This design comes from an exercise in tuning for small area and a short achievable clock period on the open sky130 flow, not from production work.
In this exercise RTL edits were held to simulation tests only and were not proved equivalent to the original.
No activity file was given, so power comes from the tool's default toggle rates.

## flow/design.v (module list and top-level ports; edited modules follow where they fit)
// module vga_controller: 1820 lines
module vga_controller(clk_148MHz, reset, sw, btnU, btnD, btnR, btnL, hsync, vsync, video_on, h_count_reg, v_count_reg, vgaRed, vgaGreen, vgaBlue);
  // ...
==> flow/flow/run.sh <==
#!/bin/bash
# Standard ORFS layout; smallest port buffers, a smaller clock tree without
# dummy loads, and a timing-repair margin of 6 ns (the SDC is unchanged).
bash standard.sh SETUP_SLACK_MARGIN=6 \
  "BUFFER_PORTS_ARGS=-buffer_cell sky130_fd_sc_hd__buf_1" \
  "CTS_ARGS=-sink_clustering_enable -repair_clock_nets -dont_use_dummy_load -buf_list sky130_fd_sc_hd__clkbuf_8 -sink_clustering_size 30" \
  finish > standard_run.log 2>&1
==> flow/standard.sh <==
#!/bin/bash
# synth_recipe.tcl (not shown) runs the flow's synth.tcl, then flattens the netlist and writes it again
# the make line also repeats each setting of config.mk as NAME=value (left out here)
make -C /OpenROAD-flow-scripts/flow DESIGN_CONFIG=/design/flow/config.mk WORK_HOME=/design/flow/orfs CLKGATE_MAP_FILE= SYNTH_SCRIPT=/design/flow/synth_recipe.tcl "${@:-finish}"
==> flow/config.mk <==
export PLATFORM = sky130hd
export DESIGN_NAME = vga_controller
export DESIGN_NICKNAME = vga_controller
export VERILOG_FILES = /design/flow/design.v
export SDC_FILE = /design/flow/constraint.sdc
export NUM_CORES = 4
export LEC_CHECK = 0
export ABC_AREA = 1
export CAP_MARGIN = 0
export CORE_MARGIN = 2
export CORE_UTILIZATION = 60
export SLEW_MARGIN = 0
==> flow/constraint.sdc <==
create_clock -name core_clock -period 10.0 [get_ports {clk_148MHz}]
set_input_delay 2.0000 -clock core_clock [delete_from_list [all_inputs] [get_ports {clk_148MHz}]]
set_output_delay 2.0000 -clock core_clock [all_outputs]
set_load 0.01 [all_outputs]
==> results.sh, run 1 <==
export IMPL_cts_resized_gates=15
export IMPL_stdcell_count=980
export IMPL_gp_congestion=0.956
export IMPL_cts_max_path_buffers=2
export IMPL_synth_largest_area_cell="dfrtp_1"
export IMPL_cp_num_buf_inv=3
export IMPL_cts_setup_buffers=1
export IMPL_drt_total_wl_um=15200
export IMPL_antenna_found_initial=0
export IMPL_grt_use_met1_pct=39.9
export IMPL_grt_busiest_layer="met2"
export IMPL_cp_endpoint="ya_reg[7]"
export IMPL_fin_util_pct=65.5
export IMPL_layout_drive_gt1_share_pct=12.8
export IMPL_start_util_pct=61.3
export IMPL_synth_edf_count=0
export IMPL_vdd_drop_max_v=0.0000996
export IMPL_sequentialPowerShare_pct=33.6
export IMPL_met3_usage_pct=4.09
export IMPL_fmax_mhz=262
export IMPL_status="timing/DRC/antenna clean"
export IMPL_min_from="lfsr[3]"
export IMPL_synth_seq_area_share_pct=30.1
export IMPL_worst_path_stages=18
export IMPL_hold_viol=0
==> run 2, diff against run 1 <==
==> flow/flow/run.sh (replaced) <==
#!/bin/bash
# Standard ORFS layout; smallest port buffers, a clock tree of small buffers without
# dummy loads, and a timing-repair margin of 6 ns (the SDC is unchanged).
bash standard.sh SETUP_SLACK_MARGIN=6 \
  "BUFFER_PORTS_ARGS=-buffer_cell sky130_fd_sc_hd__buf_1" \
  "CTS_ARGS=-sink_clustering_enable -repair_clock_nets -dont_use_dummy_load -buf_list sky130_fd_sc_hd__clkbuf_4 -sink_clustering_size 30" \
  finish > standard_run.log 2>&1
--- a/flow/config.mk
+++ b/flow/config.mk
@@ -6,7 +6,7 @@
 export NUM_CORES = 4
 export LEC_CHECK = 0
 export ABC_AREA = 1
-export CAP_MARGIN = 0
+export CAP_MARGIN = 20
 export CORE_MARGIN = 2
 export CORE_UTILIZATION = 60
-export SLEW_MARGIN = 0
+export SLEW_MARGIN = 20
==> results.sh, run 2 <==
export IMPL_cp_slowest_stage_delay_ns=0.25
export IMPL_cts_root_buf="clkbuf_4"
export IMPL_path_cells="buf_4 -> nand2_4 -> nor2_4 -> nand2_2 -> o21ai_2 -> o21ai_1 -> nand2_2 -> xor2_2 -> xor2_2 -> nand3_1 -> nand2_2 -> nand3_2 -> clkinv_2 -> nand2_1 -> nand2_1 -> nand3_1 -> nand2_1 -> inv_1"
export IMPL_fillers=923
export IMPL_cts_buffers=9
export IMPL_yosys_area_top_type_share_pct=23.9
export IMPL_min_period_ns=3.81
export IMPL_fin_crit_sh_pct=38.1
export IMPL_ys_ff_latch=71
export IMPL_vdd_drop_max_v=0.000100
export IMPL_drt_first_pass_iters=7
export IMPL_synth_commonest_cells="nand2_1 (157), inv_1 (131), nor2_1 (81), dfrtp_1 (57), nand3_1 (49)"
export IMPL_fin_tns_setup_ns=0
export IMPL_end_kind="register"
export IMPL_synth_seq_area_share_pct=30.1
export IMPL_syn2layout_area_growth_pct=5.85
export IMPL_ios=57
export IMPL_cap_violations=0
export IMPL_nets=918
export IMPL_rsz0062_at_grt="yes"
export IMPL_hold_viol=0
export IMPL_cp_slowest_cell="buf_4"
export IMPL_multi_input_area_um2=3490
export IMPL_grt_pass1_vias=5230
export IMPL_cp_max_fo=23
export IMPL_grt_max_degree=72
export IMPL_detail_route_antenna_nets=0
export IMPL_rows=36
export IMPL_ys_top_cells_by_area="dfrtp_1 (24%), nand2_1 (9.9%), ha_1 (9.4%), inv_1 (8.2%), dfstp_2 (6.2%)"
export IMPL_cts_max_path_buffers=2
export IMPL_largest_reg_flops=12
export IMPL_overflow=0
export IMPL_port_buffers=46
export IMPL_worst_slew_pin_slew_ns=0.921
export IMPL_cts_tree="done"
export IMPL_synthArstFlopShare_pct=100
export IMPL_clock_sinks=71
export IMPL_final_common_cell="nand2_1"
export IMPL_place_ws_ns=4.96
export IMPL_crit_type="in2reg"
export IMPL_status="timing/DRC/antenna clean"
export IMPL_p_per_area_nw_per_um2=183
export IMPL_start_util_pct=61.3
export IMPL_synth_nets=885
export IMPL_synth_cell_type_count=67
export IMPL_dieHeight_um=104
export IMPL_setup_worst_path_start_class="primary input"
export IMPL_die_w_um=104
export IMPL_slew_headroom_pct=38.6
export IMPL_yosys_warnings=1
export IMPL_viasPerCell=5.63
export IMPL_drv_slew=0
export IMPL_regArea_um2=1800
export IMPL_cts_htree_levels=3
export IMPL_netlist_instances=816
export IMPL_hold_buffers=0
export IMPL_fmax_mhz=262
export IMPL_worst_slack_ns=6.19
export IMPL_yosysMostFrequentCell="nand2_1"
export IMPL_gp_congestion=0.956
export IMPL_crit_required_ns=10.30
export IMPL_hpwl_um=11400
export IMPL_setup_viol=0
export IMPL_core_area_um2=9730
export IMPL_synth_edf_count=0
export IMPL_synth_area_um2=5970
export IMPL_hold_path_class="reg2reg"
export IMPL_track_usage_pct=29.1
export IMPL_dr_total_vias=5517
export IMPL_p_leak_nw=3.25
export IMPL_wl_per_cell_um=15.6
export IMPL_drt_total_wl_um=15300
export IMPL_clk_pin_slew_ns=0.11
export IMPL_synth_largest_area_cell="dfrtp_1"
export IMPL_cp_arrival_ns=4.11
export IMPL_grt_pass1_wl_um=25400
export IMPL_skew_ns=0.0325
export IMPL_final_cell_mix="nand2_1 (154), inv_1 (126), nor2_1 (78)"
export IMPL_synth_top_flop_cell="dfrtp_1"
export IMPL_clk_latency_ns=0.43
export IMPL_antennaDiodeCount=0
export IMPL_layout_drive_gt1_share_pct=12.6
export IMPL_synth_avg_cell_area_um2=7.31
export IMPL_drc=0
export IMPL_dieArea_um2=10800
export IMPL_drt_iter0_drc=439
export IMPL_antenna_found_initial=0
run 2: metrics by stage:
step | util, % | area [um^2] | cells | hold WS (ns) | power, mW
2_1_floorplan | - | 5970 | 816 | 0.464 | 0.871
3_3_place_gp | 62.4 | 6070 | 961 | 0.480 | 0.984
3_5_place_dp | 62.4 | 6070 | 961 | 0.486 | 0.999
4_1_cts | 63.6 | 6190 | 971 | 0.511 | 1.14
5_1_grt | 64.9 | 6310 | 980 | 0.537 | 1.27
6_report | 64.9 | 6310 | 980 | 0.510 | 1.16
run 2: cell type report:
class / count / share of cell area (%)
clock buffer: 9 / 1.07
inverter: 140 / 8.44
multi-input combinational: 570 / 55.3
sequential: 71 / 28.5
tap: 133 / 2.64
timing repair buffer: 57 / 4.10
run 2: cell families (layout without fill, tap and decap cells):
kind of cell / after synthesis / in the layout / share of synthesized area [%]
AOI/OAI and AO/OA: 148 / 148 / 15.3
xor gates and xnor gates: 23 / 23 / 3.50
adders and majority gates: 51 / 51 / 11.5
buffers and inverters: 175 / 206 / 13.0
DFF: 71 / 71 / 30.1
muxes: 1 / 1 / 0.189
other: 1 / 1 / 0.0629
and+or+nand+nor: 346 / 346 / 26.4
run 2: path summary, 6_finish.rpt:
kind	from	end	slack, ns	cells past startpoint
max	sw[2]	ya_reg[7]	6.19	18
min in group asynchronous	reset	h_count_reg[6]	1.82	3
min reg2reg	lfsr[3]	lfsr[4]	0.51	2
max in group asynchronous	reset	ch[0]	7.54	3
max reg2reg	h_count_reg[0]	r3	6.20	21
min	lfsr[3]	lfsr[4]	0.51	2
run 2: layer usage:
metal | part of all wire, % | track usage (%) | vias up
li1 | - | - | 2705
met5 | 0 | 0 | -
met4 | 2.9 | 13.8 | 0
met2 | 46 | 45.4 | 185
met1 | 46 | 40.6 | 2592
met3 | 5.7 | 3.08 | 35
run 2: power by group:
| group | total [mW] | internal (mW) | switching, mW |
|---|---|---|---|
| combinational | 0.616 | 0.210 | 0.406 |
| clock | 0.139 | 0.0419 | 0.0971 |
| sequential | 0.404 | 0.334 | 0.0694 |
| total | 1.16 | 0.586 | 0.573 |
run 2: critical path, delay by kind of cell:
family / cells / cell delay, ns
and+or+nand+nor: 11 / 1.07
xor gates and xnor gates: 2 / 0.47
buffers and inverters: 3 / 0.35
AOI/OAI and AO/OA: 2 / 0.19
run 2: timing repair:
item	in CTS	in global routing
pin swaps	1	8
setup buffers	1	9
gates resized for setup	15	20
setup endpoints to repair	20	12

[port drivers added, routing unchanged]
In the flow no input, the clock included, has a driving cell. The finished layouts below were timed again as built, in two steps. Step 1: set_driving_cell puts a clkbuf_16 on clk_148MHz and a buf_2 on each other input, an assumption about the parent block. Step 2 moves the port delays by t, midway between the first and last clock arrival at a register: inputs arrive t later, outputs are due t later. That takes back most of the time a late clock gives input paths. Three values: ideal, step 1, step 2; two values: the first two.
run	shift t [ns]	setup slack, ns	clock arrival spread, ns	pins driven straight from the clock port
run 1	0.378	6.187 / 6.184 / 5.806	0.021 / 0.022	1
run 2	0.448	6.189 / 6.196 / 5.751	0.033 / 0.033	1
After both steps every run listed still meets setup and hold. For run 2, which loses most, drivers alone change the setup slack by +0.007 ns; drivers and shift together by -0.438 ns.
